Background: an optimization exercise with open tools, aiming at small area, a short achievable clock period and few clock cycles per item. Do not read the settings as production practice.
Function was checked by simulation only, so behaviour that the tests miss may differ from the original.

==> inputs of job 9768 <==
// masked_gaussian_system_multi_sigma
module masked_gaussian_system_multi_sigma #(
    parameter PRECISION = 64,
    parameter TABLE_SIZE = 21,
    parameter X_MIN = -10,
    parameter X_MAX = 10,
    parameter SAMPLE_WIDTH = 16,
    parameter CENTER_WIDTH = 32,
    parameter CENTER_FRAC_BITS = 16,
    parameter SEED_WIDTH = 256,
    parameter MASK_WIDTH = 32,
    parameter NUM_SIGMA_TABLES = 4,
    parameter SIGMA_SEL_WIDTH = 2
) (
    input wire clk,
    input wire rst,
    input wire start_reseed,
    input wire start_sample,
    input wire [PRECISION-1:0] random_u,
    input wire signed [CENTER_WIDTH-1:0] center,
    input wire [SIGMA_SEL_WIDTH-1:0] sigma_sel,
    output wire signed [SAMPLE_WIDTH-1:0] sample_share0,
    output wire signed [SAMPLE_WIDTH-1:0] sample_share1,
    output wire sample_valid,
    output wire reseeding,
    output wire [SAMPLE_WIDTH-1:0] sample_reconstructed
);
    reg        rs1;         
    reg        rs2;         
    reg        vld;
    reg        busy;        
    reg        ph;          
    reg        last_r;
    reg [4:0]  idx_r;
    reg [10:0] cbh_r;       
    reg [10:0] cbh1_r;      
    reg [4:0]  cbl_r;       
    reg        c5_r;        
    reg [15:0] m_r;
    reg [1:0]  sel_r;       
    wire [36:0] z;
    wire [15:0] mask;
    wire [4:0]  idx_f;
    wire [19:0] th_f;
    wire        amb;
    wire [52-1:0] k_lo;
    wire        k_last;
    trng trng_inst (
        .clk(clk),
        .rst(rst),
        .step(start_reseed | rs1 | rs2),
        .z(z)
    );
    drbg drbg_inst (
        .clk(clk),
        .load(start_reseed),
        .adv(start_sample),
        .z(z),
        .mask(mask)
    );
    cdt_fast fast_inst (
        .uh(random_u[63:52]),
        .sel(sigma_sel),
  ...
==> module masked_gaussian_system_multi_sigma, before the edit <==
module masked_gaussian_system_multi_sigma #(
    parameter PRECISION = 64,
    parameter TABLE_SIZE = 21,
    parameter X_MIN = -10,
    parameter X_MAX = 10,
    parameter SAMPLE_WIDTH = 16,
    parameter CENTER_WIDTH = 32,
    parameter CENTER_FRAC_BITS = 16,
    parameter SEED_WIDTH = 256,
    parameter MASK_WIDTH = 32,
    parameter NUM_SIGMA_TABLES = 4,
    parameter SIGMA_SEL_WIDTH = 2
) (
    input wire clk,
    input wire rst,
    input wire start_reseed,
    input wire start_sample,
    input wire [PRECISION-1:0] random_u,
    input wire signed [CENTER_WIDTH-1:0] center,
    input wire [SIGMA_SEL_WIDTH-1:0] sigma_sel,
    output wire signed [SAMPLE_WIDTH-1:0] sample_share0,
    output wire signed [SAMPLE_WIDTH-1:0] sample_share1,
    output wire sample_valid,
    output wire reseeding,
    output wire [SAMPLE_WIDTH-1:0] sample_reconstructed
);
    reg        rs1;         
    reg        rs2;         
    reg        vld;
    reg        busy;        
    reg        ph;          
    reg        last_r;
    reg [4:0]  idx_r;
    reg [10:0] cbh_r;       
    reg [10:0] cbh1_r;      
    reg [4:0]  cbl_r;       
    reg        c5_r;        
    reg [15:0] m_r;
    reg [1:0]  sel_r;       
    wire [36:0] z;
    wire [15:0] mask;
    wire [4:0]  idx_f;
    wire [19:0] th_f;
    wire        amb;
    wire [52-1:0] k_lo;
    wire        k_last;
    trng trng_inst (
        .clk(clk),
        .rst(rst),
        .step(start_reseed | rs1 | rs2),
        .z(z)
    );
    drbg drbg_inst (
        .clk(clk),
        .load(start_reseed),
        .adv(start_sample),
        .z(z),
        .mask(mask)
    );
    cdt_fast fast_inst (
        .uh(random_u[63:52]),
        .sel(sigma_sel),
        .idx(idx_f),
        .th(th_f),
        .amb(amb)
    );
    cdt_rom rom_inst (
        .sel(sel_r),
        .idx(idx_r),
        .k(k_lo),
        .last(k_last)
    );
    localparam RH = 52 / 2;
    wire gt_hi, eq_hi, gt_lo, eq_lo;
    cmp_gt #(.N(52 - RH)) cmp_hi (.a(random_u[52-1:RH]), .b(k_lo[52-1:RH]), .gt(gt_hi), .eq(eq_hi));
    cmp_gt #(.N(RH)) cmp_lo (.a(random_u[RH-1:0]), .b(k_lo[RH-1:0]), .gt(gt_lo), .eq(eq_lo));
    reg gth_r, eqh_r, gtl_r;
    wire gt_r = gth_r | (eqh_r & gtl_r);
    wire done = ~gt_r | last_r;
    wire [4:0]  cbase_lo;
    wire [10:0] cbh_f;
    wire [10:0] cbh1_f;
    cbase_calc cbase_inst (.c(center), .lo(cbase_lo), .hi(cbh_f), .hi1(cbh1_f));
    always @(posedge clk or posedge rst) begin
        if (rst) begin
            rs1  <= 1'b0;
            rs2  <= 1'b0;
            vld  <= 1'b0;
            busy <= 1'b0;
            ph   <= 1'b0;
        end else begin
            rs1  <= start_reseed;
            rs2  <= rs1;
            vld  <= (start_sample & ~amb) | (busy & ph & done);
            busy <= (start_sample & amb) | (busy & ~(ph & done));
            ph   <= busy & ~ph;
        end
    end
    wire [31:12] cbl_dec;
    genvar v;
    generate
        for (v = 12; v < 32; v = v + 1) begin : cdec
            assign cbl_dec[v] = (cbase_lo == v) & th_f[31 - v];
        end
    endgenerate
    wire       c5_f = |cbl_dec;
    wire [5:0] idx_inc = {1'b0, idx_r} + {5'd0, ph & gt_r};
    wire [5:0] lo_inc;
    ks_add #(.N(6)) add_inc (.a({1'b0, cbl_r}), .b(idx_inc), .s(lo_inc));
    always @(posedge clk) begin
        if (busy) begin
            idx_r <= idx_inc[4:0];
            c5_r  <= lo_inc[5];
        end else begin
            idx_r <= idx_f;
            c5_r  <= c5_f;
        end
        if (!busy) m_r <= mask;
        cbl_r <= cbase_lo;
        cbh_r <= cbh_f;
        cbh1_r <= cbh1_f;
        gth_r <= gt_hi;
        eqh_r <= eq_hi;
        gtl_r <= gt_lo;
        last_r <= k_last;
        sel_r <= sigma_sel;
    end
    out_stage out_inst (
        .cbl(cbl_r),
        .idx(idx_r),
        .c5(c5_r),
        .cbh(cbh_r),
        .cbh1(cbh1_r),
        .m(m_r),
        .share0(sample_share0),
        .recon(sample_reconstructed)
    );
    assign sample_share1 = m_r;
    assign sample_valid = vld;
    assign reseeding = rs1 | rs2;
endmodule
==> module cbase_calc, before the edit <==
module cbase_calc (
    input  wire [31:0] c,
    output wire [4:0]  lo,       
    output wire [10:0] hi,       
    output wire [10:0] hi1       
);
    wire [4:0]  t5 = (c[15] == c[31]) ? {1'b0, c[19:16]} + 5'd6 :
                     c[15] ? {1'b0, c[19:16]} + 5'd7 : {1'b0, c[19:16]} + 5'd5;
    wire        c4 = t5[4];
    assign lo = {c[20] ~^ c4, t5[3:0]};
    wire        bin = ~c4 & ~c[20];             
    wire        cin = c4 | c[20];               
    incdec #(.N(11)) dec0 (.a(c[31:21]), .c(bin), .dec(1'b1), .s(hi));
    incdec #(.N(11)) inc0 (.a(c[31:21]), .c(cin), .dec(1'b0), .s(hi1));
endmodule
clock: 9.0 ns
lec_check: 0
cap_margin: 20
core_margin: 2
core_utilization: 60
setup_slack_margin: 5
slew_margin: 20
standard.sh (not shown) runs the stock make flow with config.mk's settings and CLKGATE_MAP_FILE= SYNTH_SCRIPT=/design/flow/synth_recipe.tcl, a recipe that flattens the netlist after the stock synthesis.
==> flow/flow/run.sh <==
#!/bin/bash
# Layout flow: the standard ORFS flow (standard.sh) with three changes:
#  - synthesis is the standard flow's own script (synth_recipe.tcl) with ABC's mapping
#    script replaced by flow/abc_map.script (registers are mapped before ABC
#    and are the same as in the standard synthesis);
#  - the port buffers are sky130_fd_sc_hd__buf_2 cells;
#  - timing repair aims for the setup slack margin given below.
set -euo pipefail
HERE="$(cd "$(dirname "${BASH_SOURCE[0]}")" && pwd)"
WORK="$(dirname "$HERE")"
cd "$WORK"
export MY_ABC_SCRIPT="$HERE/abc_map.script"
cat > "$WORK/flow_synth.tcl" <<'TCL'
proc abc {args} {
  set i [lsearch $args -script]
  if {$i >= 0} { set args [lreplace $args $i [expr {$i + 1}] -script $::env(MY_ABC_SCRIPT)] }
  yosys abc {*}$args
}
TCL
echo "source $WORK/synth_recipe.tcl" >> "$WORK/flow_synth.tcl"
bash standard.sh "SYNTH_SCRIPT=$WORK/flow_synth.tcl" \
  "BUFFER_PORTS_ARGS=-buffer_cell sky130_fd_sc_hd__buf_2" \
  "SETUP_SLACK_MARGIN=${FLOW_SETUP_MARGIN:-5}" \
  finish > "$WORK/flow_make.log" 2>&1
==> flow/flow/abc_map.script <==
strash
&get -n
&fraig -x
&put
dc2
strash
&get -n
&dch -f
&nf -D 1500
&put
buffer -c
upsize -D 1500 -c
dnsize -D 1500 -c
stime -p
==> inputs of job 270, as changes to job 9768 <==
--- a/flow/design.v
+++ b/flow/design.v
@@ -724,8 +724,12 @@
     );
-    localparam RH = 52 / 2;
-    wire gt_hi, eq_hi, gt_lo, eq_lo;
-    cmp_gt #(.N(52 - RH)) cmp_hi (.a(random_u[52-1:RH]), .b(k_lo[52-1:RH]), .gt(gt_hi), .eq(eq_hi));
-    cmp_gt #(.N(RH)) cmp_lo (.a(random_u[RH-1:0]), .b(k_lo[RH-1:0]), .gt(gt_lo), .eq(eq_lo));
-    reg gth_r, eqh_r, gtl_r;
-    wire gt_r = gth_r | (eqh_r & gtl_r);
+    localparam RC = 52 / 4;
+    wire [3:0] gtc, eqc;
+    genvar ck;
+    generate
+        for (ck = 0; ck < 4; ck = ck + 1) begin : cmpc
+            cmp_gt #(.N(RC)) cmp_i (.a(random_u[RC*ck +: RC]), .b(k_lo[RC*ck +: RC]), .gt(gtc[ck]), .eq(eqc[ck]));
+        end
+    endgenerate
+    reg [3:0] gtc_r, eqc_r;
+    wire gt_r = gtc_r[3] | (eqc_r[3] & (gtc_r[2] | (eqc_r[2] & (gtc_r[1] | (eqc_r[1] & gtc_r[0])))));
     wire done = ~gt_r | last_r;
@@ -773,5 +777,4 @@
         cbh1_r <= cbh1_f;
-        gth_r <= gt_hi;
-        eqh_r <= eq_hi;
-        gtl_r <= gt_lo;
+        gtc_r <= gtc;
+        eqc_r <= eqc;
         last_r <= k_last;
@@ -870,5 +873,10 @@
 );
-    wire [4:0]  t5 = (c[15] == c[31]) ? {1'b0, c[19:16]} + 5'd6 :
-                     c[15] ? {1'b0, c[19:16]} + 5'd7 : {1'b0, c[19:16]} + 5'd5;
-    wire        c4 = t5[4];
+    wire [3:0]  x = c[19:16];
+    wire        b0 = c[15] ^ c[31];              
+    wire        b1 = c[15] | ~c[31];
+    wire        k1 = x[0] & b0;                  
+    wire        k2 = (x[1] & b1) | ((x[1] | b1) & k1);
+    wire        k3 = x[2] | k2;                  
+    wire        c4 = x[3] & k3;                  
+    wire [4:0]  t5 = {c4, x[3] ^ k3, ~(x[2] ^ k2), x[1] ^ b1 ^ k1, x[0] ^ b0};
     assign lo = {c[20] ~^ c4, t5[3:0]};
==> flow/flow/run.sh (replaced) <==
#!/bin/bash
# Layout flow: the standard ORFS flow (standard.sh) with these changes:
#  - synthesis is the standard flow's own script (synth_recipe.tcl) with Yosys's full-adder
#    extraction and ABC mapping steps wrapped by flow/synth_cones.tcl: the
#    logic between the ports and the registers is mapped for delay, the rest
#    for area (the registers come out of synthesis as in the standard flow);
#  - the port buffers are sky130_fd_sc_hd__buf_2 cells.
# Settings such as the utilization and the repair margin come from config.mk.
set -euo pipefail
HERE="$(cd "$(dirname "${BASH_SOURCE[0]}")" && pwd)"
WORK="$(dirname "$HERE")"
cd "$WORK"
export MY_ABC_FAST="$HERE/abc_fast.script"
export MY_ABC_AREA="$HERE/abc_area.script"
export MY_CONES="cbh_r*,cbh1_r*,cbl_r* idx_r*,c5_r*,busy*,vld* outputs gtc_r*,eqc_r*"
{
  echo "source $HERE/synth_cones.tcl"
  echo "source $WORK/synth_recipe.tcl"
} > "$WORK/flow_synth.tcl"
bash standard.sh "SYNTH_SCRIPT=$WORK/flow_synth.tcl" \
  "BUFFER_PORTS_ARGS=-buffer_cell sky130_fd_sc_hd__buf_2" \
  finish > "$WORK/flow_make.log" 2>&1
==> flow/flow/abc_area.script (new file) <==
strash
&get -n
&fraig -x
&put
dc2
strash
&get -n
&dch -f
&nf -D 1500
&put
buffer -c
upsize -D 1500 -c
dnsize -D 1500 -c
stime -p
==> flow/flow/abc_fast.script (new file) <==
strash
&get -n
&fraig -x
&put
dc2
strash
&get -n
&dch -f
&nf -D 100
&put
==> flow/flow/synth_cones.tcl (new file) <==
# Sourced before synth_recipe.tcl (the standard flow's synthesis script, unchanged). It
# wraps two Yosys steps of ORFS's synth.tcl:
#  - extract_fa: full/half-adder extraction, skipped for the logic that feeds
#    the registers named in MY_CONES and for the logic that drives the outputs;
#  - abc: that same logic is mapped first, group by group, with a
#    delay-oriented ABC script (MY_ABC_FAST), then the rest of the design with
#    an area-oriented one (MY_ABC_AREA).
# Registers are mapped before both steps and are not touched by them.
proc cone_args {cone} {
  if {$cone eq "outputs"} { return [list o:* %cie*] }
  set sel {}
  set n 0
  foreach r [split $cone ","] {
    lappend sel c:$r
    if {$n > 0} { lappend sel %u }
    incr n
  }
  return [list {*}$sel %ci1:+\[D\] %cie*]
}
proc extract_fa {args} {
  set all {}
  set n 0
  foreach cone $::env(MY_CONES) {
    lappend all {*}[cone_args $cone]
    if {$n > 0} { lappend all %u }
    incr n
  }
  yosys select -set iocones {*}$all
  yosys select -set nocone * @iocones %d
  yosys extract_fa {*}$args @nocone
}
proc abc {args} {
  set i [lsearch $args -script]
  set fast [lreplace $args $i [expr {$i + 1}] -script $::env(MY_ABC_FAST)]
  set area [lreplace $args $i [expr {$i + 1}] -script $::env(MY_ABC_AREA)]
  foreach cone $::env(MY_CONES) {
    yosys select -set cone {*}[cone_args $cone]
    yosys abc {*}$fast @cone
  }
  yosys abc {*}$area
}
--- a/flow/config.mk
+++ b/flow/config.mk
@@ -9,3 +9,3 @@
 export CORE_MARGIN = 2
-export CORE_UTILIZATION = 60
+export CORE_UTILIZATION = 50
 export SETUP_SLACK_MARGIN = 5
removed: flow/flow/abc_map.script
==> run summary <==
Result of the run: job 9768 complete, no violations; job 270 complete, no violations
Post-Place Cell Area: job 9768 0.01619 sq mm; job 270 0.01659 sq mm
Setup slack at placement: job 9768 4.221 ns; job 270 3.492 ns
Max-Slew Margin vs Limit: job 9768 37.38%; job 270 26.45%
Sw frac: job 9768 53.75%; job 270 52.06%
Largest net degree at the start of global routing: job 9768 73; job 270 70
GR Util All Layers: job 9768 49.41%; job 270 41.49%
Sinks on the clock net: job 9768 153; job 270 157
Non-clock buffers: job 9768 173; job 270 188
Compound-Gate Fraction of Synth Area: job 9768 20.58%; job 270 21.41%
Distinct cell type count of the synthesized netlist: job 9768 92; job 270 86
Register-to-register setup slack: job 9768 4.81 ns; job 270 5.01 ns
Global routing usage on met2: job 9768 77.42%; job 270 64.12%
HPWL reported at the end of detailed placement: job 9768 46,620 um; job 270 48,970 um
Overall die height: job 9768 164.7 um; job 270 180.1 um
Data required time at the worst endpoint: job 9768 9.33 ns; job 270 9.35 ns
Final weighted congestion of routability-driven global placement: job 9768 1.148; job 270 1.042
Testbench counts of job 9768, summed over its fixed seeds: cycles 2,108, samples 2,048.
Testbench counts of job 270, summed over its fixed seeds: cycles 2,108, samples 2,048.

## what the ideal ports hide
How much do the figures lean on ideal ports? The routed layouts below were timed once more, with nothing changed but the port constraints. Step 1 sets driving cells, clkbuf_16 on the clock port and buf_2 on the other inputs (assumed; they add their load-dependent delay and slew). Step 2 times the ports against the registers' clock, not the clock port: input delays grow and output delays shrink by t, the midpoint of the rising clock arrivals with the driver on. a / b / c = ideal ports / drivers / drivers and shift; a / b = the first two.
run	shift t [ns]	setup slack, ns	worst setup path at the end	clock arrival spread, ns
job 9768	0.489	4.807 / 4.799 / 4.520	input to register	0.028 / 0.027
job 270	0.510	4.992 / 4.957 / 4.495	input to register	0.013 / 0.014
After both steps setup and hold are still met in every run listed. For job 270, which loses most, drivers alone change the setup slack by -0.035 ns; drivers and shift together by -0.497 ns.
